From an optimization exercise on the open Yosys and OpenROAD flow, aimed at small area and a short achievable clock period; shortcuts taken in it are not production practice. At most, simulation tests tie the RTL to the original design; equivalence was not proved. The flow treats the clock pin as an ideal source, which a real chip does not have. Power is estimated from default activity; no workload was simulated.

// wallace_multiplier_16bit
module wallace_multiplier_16bit(
    input  wire        clk,
    input  wire        rst,
    input  wire [15:0] multiplicand,
    input  wire [15:0] multiplier,
    output reg  [31:0] result
);
Size in the first run: roughly 1100 cells after synthesis, roughly 330 flip-flops, about 66 I/O pins.
Settings: LEC_CHECK=0, CAP_MARGIN=20, CORE_MARGIN=2, CORE_UTILIZATION=60, CTS_BUF_LIST=sky130_fd_sc_hd__clkbuf_8, CTS_CLUSTER_SIZE=20, SETUP_SLACK_MARGIN=1.0, SLEW_MARGIN=20, SYNTH_HIERARCHICAL=1, SYNTH_MINIMUM_KEEP_SIZE=0; clock period 3.0 ns.
run.sh (not shown) runs the stock make flow with config.mk's settings and CLKGATE_MAP_FILE= SYNTH_SCRIPT=/design/flow/synth_recipe.tcl, a recipe that flattens the netlist after the stock synthesis.
Edit:
Settings changed: CORE_UTILIZATION 60 to 40, CTS_BUF_LIST sky130_fd_sc_hd__clkbuf_8 to unset, CTS_CLUSTER_SIZE 20 to unset.
Result: Register-to-register slack loses 40 ps. Routed wire length increases by 8.1%. Worst setup slack loses 39 ps. Via count decreases by 0.38%. Hold slack stays flat. Global-route usage decreases by 6.3 points. Non-clock buffer count increases by 2. Critical path depth stays the same. Clock skew decreases by 8.6 ps.
Edit:
Settings changed: CORE_UTILIZATION 40 to 60, CTS_BUF_LIST set to sky130_fd_sc_hd__clkbuf_4 sky130_fd_sc_hd__clkbuf_8, CTS_CLUSTER_DIAMETER set to 50, CTS_CLUSTER_SIZE set to 12.
Effect: Routed wire length falls by a little under a tenth; core utilization rises by 21 points; clock power falls by a quarter to a third.
Edit:
Settings changed: SETUP_SLACK_MARGIN 1.0 to 0.5.
Result: Combinational power barely changes; final cell count barely changes; die area does not change; area after synthesis is unchanged; clock-buffer cell count is unchanged; final area is lower by 0.40%; global-route usage barely changes; setup slack got worse by 200 ps; clock skew hardly moves; clock power stays flat; worst hold slack hardly moves.

---

== yarrow ==
Another version of the RTL of wallace_multiplier_16bit (not shown whole).
For scale: ~1,400 cells after synthesis, about 330 flip-flops, roughly 66 I/O pins, about 15,000 um2 of cells after synthesis.
clock: 3.0 ns
lec_check: 0
cap_margin: 20
core_margin: 2
core_utilization: 40
slew_margin: 20
Setup changes, yarrow to lagoon
- SETUP_SLACK_MARGIN now 1.0, previously not set
==> run notes <==
- Higher sum of buffers and inverters on the critical path goes to yarrow over lagoon.
- yarrow → lagoon: internal power consumption was more or less identical; wire length went up by 0.36%; non-clock buffer count went up by about 8%.
- Across lagoon and yarrow, the outcome is the same: a clean finish for every run.
- Fmax (yarrow / lagoon): 0.868
- lagoon vs yarrow: layout cell share with drive strength beyond 1 up in lagoon
- On summed area of non-filler cells in the final layout: between lagoon and yarrow, it ends up lower for yarrow.
- lagoon against yarrow: logic depth of the worst path, buffers included now sits lower, die area now sits at about the same level, share of the core filled with cells in the final layout now sits higher.
- yarrow -> lagoon: amount of wire on met2 after detailed routing decreased slightly
No run of this note included a check of the RTL's function; only the layout flow was run.

---

Setup of run 1:
RTL: one of the versions met above, not the one the previous note started from.
Size in the first run: ~1,100 cells after synthesis, ~330 flip-flops.
Design wallace_multiplier_16bit, start of the top module:
module wallace_multiplier_16bit(
    input  wire        clk,
    input  wire        rst,
    input  wire [15:0] multiplicand,
    input  wire [15:0] multiplier,
    output reg  [31:0] result
);
export LEC_CHECK = 0
export CAP_MARGIN = 20
export CORE_MARGIN = 2
export CORE_UTILIZATION = 60
export CTS_BUF_LIST = sky130_fd_sc_hd__clkbuf_4 sky130_fd_sc_hd__clkbuf_8
export CTS_CLUSTER_DIAMETER = 50
export CTS_CLUSTER_SIZE = 12
export SETUP_SLACK_MARGIN = 1.0
export SLEW_MARGIN = 20
export SYNTH_HIERARCHICAL = 1
export SYNTH_MINIMUM_KEEP_SIZE = 0
create_clock -name core_clock -period 3.0 [get_ports {clk}]
standard.sh (not shown) runs the stock make flow with config.mk's settings and CLKGATE_MAP_FILE= SYNTH_SCRIPT=/design/flow/synth_recipe.tcl, a recipe that flattens the netlist after the stock synthesis.
==> flow/flow/run.sh <==
#!/bin/bash
# Standard ORFS layout (the standard.sh) with plain buf_1 cells as the
# port buffers instead of the delay cells buffer_ports picks by default.
set -euo pipefail
export BUFFER_PORTS_ARGS="-buffer_cell sky130_fd_sc_hd__buf_1"
bash standard.sh > standard_flow.log 2>&1
Input-level comparison between run 2 and run 1:
- SETUP_SLACK_MARGIN: 1.0 -> 1.3
==> flow/run.sh (new file) <==
#!/bin/bash
# synth_recipe.tcl (not shown) runs the flow's synth.tcl, then flattens the netlist and writes it again
# the make line also repeats each setting of config.mk as NAME=value (left out here)
make -C /OpenROAD-flow-scripts/flow DESIGN_CONFIG=/design/flow/config.mk WORK_HOME=/design/flow/orfs CLKGATE_MAP_FILE= SYNTH_SCRIPT=/design/flow/synth_recipe.tcl finish
removed: flow/flow/run.sh
removed: flow/standard.sh
Run 2 reached the end of the flow, and the finished layout is clean on the timing, design-rule and antenna checks. Against run 1, run 2 comes in 20 ps higher on register-to-register slack. Detailed placement HPWL improves in run 2 relative to run 1. Compared with run 1, in run 2 global-route usage went up, final-layout worst hold slack went up, power went up, post-route minimum period went down. Final routed wire length divided by cell count in run 2 is 1.4 um higher than in run 1. In the route summary, run 2 ends up with a via count exceeding that of run 1. Run 2 ends up with a detailed route wirelength on metal3 that is 44% higher than in run 1. Compare run 1 and run 2 | global placement routability congestion lower: run 2.

---

Setup of v13:
Another version of the RTL of wallace_multiplier_16bit (not shown whole).
For scale: roughly 66 I/O pins, ~13,000 um2 of cells after synthesis.
export LEC_CHECK = 0
export CAP_MARGIN = 20
export CORE_MARGIN = 2
export CORE_UTILIZATION = 60
export CTS_BUF_LIST = sky130_fd_sc_hd__clkbuf_4 sky130_fd_sc_hd__clkbuf_8
export CTS_CLUSTER_DIAMETER = 50
export CTS_CLUSTER_SIZE = 12
export SLEW_MARGIN = 20
export SYNTH_HIERARCHICAL = 1
export SYNTH_MINIMUM_KEEP_SIZE = 0
create_clock -name core_clock -period 3.0 [get_ports {clk}]
==> flow/flow/run.sh <==
#!/bin/bash
# Standard ORFS layout (the standard.sh) with these changes:
#  - plain buf_1 cells as the port buffers (buffer_ports picks delay cells by default);
#  - clock tree synthesis without dummy load cells;
set -euo pipefail
export BUFFER_PORTS_ARGS="-buffer_cell sky130_fd_sc_hd__buf_1"
export CTS_ARGS="-sink_clustering_enable -repair_clock_nets -dont_use_dummy_load -sink_clustering_size 12 -sink_clustering_max_diameter 50 -buf_list {sky130_fd_sc_hd__clkbuf_4 sky130_fd_sc_hd__clkbuf_8}"
SKIP_CTS_REPAIR_TIMING=1 SETUP_SLACK_MARGIN=0 bash standard.sh cts > standard_to_cts.log 2>&1
RES=orfs/results/${FLOW_PLATFORM:-sky130hd}/wallace_multiplier_16bit/base R5_MODE=mid \
  openroad -no_init -exit flow/skew.tcl > skew.log 2>&1
SETUP_SLACK_MARGIN=1.3 bash standard.sh > standard_finish.log 2>&1
==> flow/flow/skew.tcl <==
proc insts_matching {pats} {
  set r {}
  foreach i [[ord::get_db_block] getInsts] {
    if {[$i findITerm CLK] eq "NULL"} continue
    foreach p $pats { if {[string match $p [$i getName]]} { lappend r $i; break } }
  }
  return $r
}
proc clk_net_of {inst} { return [[[$inst findITerm CLK] getNet] getName] }
proc busiest_net {insts} {
  set cnt [dict create]
  foreach i $insts { dict incr cnt [clk_net_of $i] }
  set best ""; set bn 0
  dict for {k v} $cnt { if {$v > $bn} { set best $k; set bn $v } }
  return $best
}
proc regroup {name insts src_net cells} {
  # a chain of the given buffer cells from src_net to the clock pins of insts
  set block [ord::get_db_block]
  set sx 0; set sy 0
  foreach i $insts {
    set b [$i getBBox]
    set sx [expr {$sx + ([$b xMin] + [$b xMax]) / 2}]
    set sy [expr {$sy + ([$b yMin] + [$b yMax]) / 2}]
  }
  set n [llength $insts]
  set x [expr {$sx / $n}]; set y [expr {$sy / $n}]
  set prev [$block findNet $src_net]
  set k 0
  foreach cell $cells {
    set inst [odb::dbInst_create $block [[ord::get_db] findMaster $cell] ${name}_$k]
    set net [odb::dbNet_create $block ${name}_${k}_net]
    $net setSigType CLOCK
    [$inst findITerm A] connect $prev
    [$inst findITerm X] connect $net
    $inst setLocation $x $y
    $inst setPlacementStatus PLACED
    set prev $net
    incr k
  }
  set old {}
  foreach i $insts {
    set it [$i findITerm CLK]
    lappend old [[$it getNet] getName]
    $it disconnect
    $it connect $prev
  }
  # drop clock buffers left without loads
  foreach on [lsort -unique $old] {
    set cn [$block findNet $on]
    if {$cn eq "NULL"} continue
    set loads 0
    foreach it [$cn getITerms] { if {[$it isInputSignal]} { incr loads } }
    if {$loads == 0} {
      foreach it [$cn getITerms] { odb::dbInst_destroy [$it getInst] }
      odb::dbNet_destroy $cn
      puts "removed clock net $on, left without loads"
    }
  }
  puts "$name: $cells drive $n clock pins from $src_net"
}
proc driver_input_net {netname} {
  # the net at the input of the buffer that drives netname
  foreach it [[[ord::get_db_block] findNet $netname] getITerms] {
    if {[$it isOutputSignal]} { return [[[[$it getInst] findITerm A] getNet] getName] }
  }
  return ""
}
proc halves_by_x {insts} {
  set l {}
  foreach i $insts { lappend l [list [[$i getBBox] xMin] $i] }
  set l [lsort -integer -index 0 $l]
  set h [expr {[llength $l] / 2}]
  set a {}; set b {}
  foreach e [lrange $l 0 [expr {$h - 1}]] { lappend a [lindex $e 1] }
  foreach e [lrange $l $h end] { lappend b [lindex $e 1] }
  return [list $a $b]
}
proc apply_skew {r5_mode} {
  lassign [halves_by_x [insts_matching {q1_*}]] a b
  regroup ckskew_r1a $a clk sky130_fd_sc_hd__clkbuf_16
  regroup ckskew_r1b $b clk sky130_fd_sc_hd__clkbuf_16
  set r5 [insts_matching {result* vld_n*}]
  set leaf [busiest_net $r5]
  if {$r5_mode eq "leaf"} {
    regroup ckskew_r5 $r5 $leaf sky130_fd_sc_hd__clkbuf_16
  } elseif {$r5_mode eq "mid"} {
    regroup ckskew_r5 $r5 [driver_input_net $leaf] sky130_fd_sc_hd__clkbuf_16
  }
}

set res $::env(RES)
read_db $res/4_cts.odb
apply_skew $::env(R5_MODE)
detailed_placement
check_placement
write_db $res/4_cts.odb
v13 | stages: all done | timing, DRC, antenna: all pass
Edits applied to the flow inputs when going from v13 to v10:
diff --git a/flow/flow/run.sh b/flow/flow/run.sh
--- a/flow/flow/run.sh
+++ b/flow/flow/run.sh
@@ -7,5 +7,5 @@
 export CTS_ARGS="-sink_clustering_enable -repair_clock_nets -dont_use_dummy_load -sink_clustering_size 12 -sink_clustering_max_diameter 50 -buf_list {sky130_fd_sc_hd__clkbuf_4 sky130_fd_sc_hd__clkbuf_8}"
 SKIP_CTS_REPAIR_TIMING=1 SETUP_SLACK_MARGIN=0 bash standard.sh cts > standard_to_cts.log 2>&1
-RES=orfs/results/${FLOW_PLATFORM:-sky130hd}/wallace_multiplier_16bit/base R5_MODE=mid \
+RES=orfs/results/${FLOW_PLATFORM:-sky130hd}/wallace_multiplier_16bit/base R5_MODE=none \
   openroad -no_init -exit flow/skew.tcl > skew.log 2>&1
-SETUP_SLACK_MARGIN=1.3 bash standard.sh > standard_finish.log 2>&1
+SETUP_SLACK_MARGIN=1.22 bash standard.sh > standard_finish.log 2>&1
diff --git a/flow/flow/skew.tcl b/flow/flow/skew.tcl
--- a/flow/flow/skew.tcl
+++ b/flow/flow/skew.tcl
@@ -86,5 +86,5 @@
     regroup ckskew_r5 $r5 $leaf sky130_fd_sc_hd__clkbuf_16
   } elseif {$r5_mode eq "mid"} {
-    regroup ckskew_r5 $r5 [driver_input_net $leaf] sky130_fd_sc_hd__clkbuf_16
+    regroup ckskew_r5 $r5 [driver_input_net $leaf] {sky130_fd_sc_hd__clkbuf_2 sky130_fd_sc_hd__clkbuf_16}
   }
 }
Notes after the runs:
Diff v13..v10 | maximum level of the CTS H-tree | negligible. Looking at v13 and v10, the clock group share of total power is a wash. On routed wire length, v13 loses to v10. Between v13 and v10, the power density over cell area is lower for v10. In summary, v10 completed successfully, with a layout that passed the timing, design-rule and antenna checks. Of v13 and v10, v10 shows the lower global-route met2 utilization, with v13 above it. Compared with v13, v10 shows a register area that is 0.49% lower. v10: final core utilization is 0.96 points lower than what v13 reported. v10: total power draw is 2.4% lower than what v13 reported. The portion of total power attributed to combinational logic of v10 is lower than that of v13.

-- re-timing with driven ports --
The results above use ideal ports. As a check the final layouts listed here were re-extracted and re-timed, cells and wires unchanged.
Step 1 assumes that a clkbuf_16 drives the clock port and a buf_2 every other input.
Step 2, shift: input delay + t, output delay - t, t = (earliest + latest rising clock arrival at the registers) / 2. This alone moves slack from input paths to output paths.
a / b / c = ideal / step 1 / step 2; a / b = the first two.
run	shift t [ns]	slack for setup (ns)	latest minus earliest clock arrival (ns)
the first run of note 1	0.605	0.992 / 0.992 / 0.992	0.029 / 0.029
the second run of note 1	0.555	0.953 / 0.953 / 0.953	0.012 / 0.012
the third run of note 1	0.579	0.997 / 0.997 / 0.997	0.020 / 0.019
the fourth run of note 1	0.580	0.796 / 0.796 / 0.796	0.019 / 0.020
yarrow	0.571	0.514 / 0.514 / 0.514	0.015 / 0.016
lagoon	0.562	0.842 / 0.842 / 0.842	0.026 / 0.025
run 1	0.575	0.943 / 0.943 / 0.943	0.023 / 0.023
run 2	0.583	0.964 / 0.964 / 0.964	0.033 / 0.033
v13	0.433	1.279 / 1.217 / 1.292	0.478 / 0.478
v10	0.421	1.218 / 1.218 / 1.218	0.450 / 0.450
In v13 and v10 the clock reaches the registers at very different times; t lies between them, and the last value is a rough guide only.
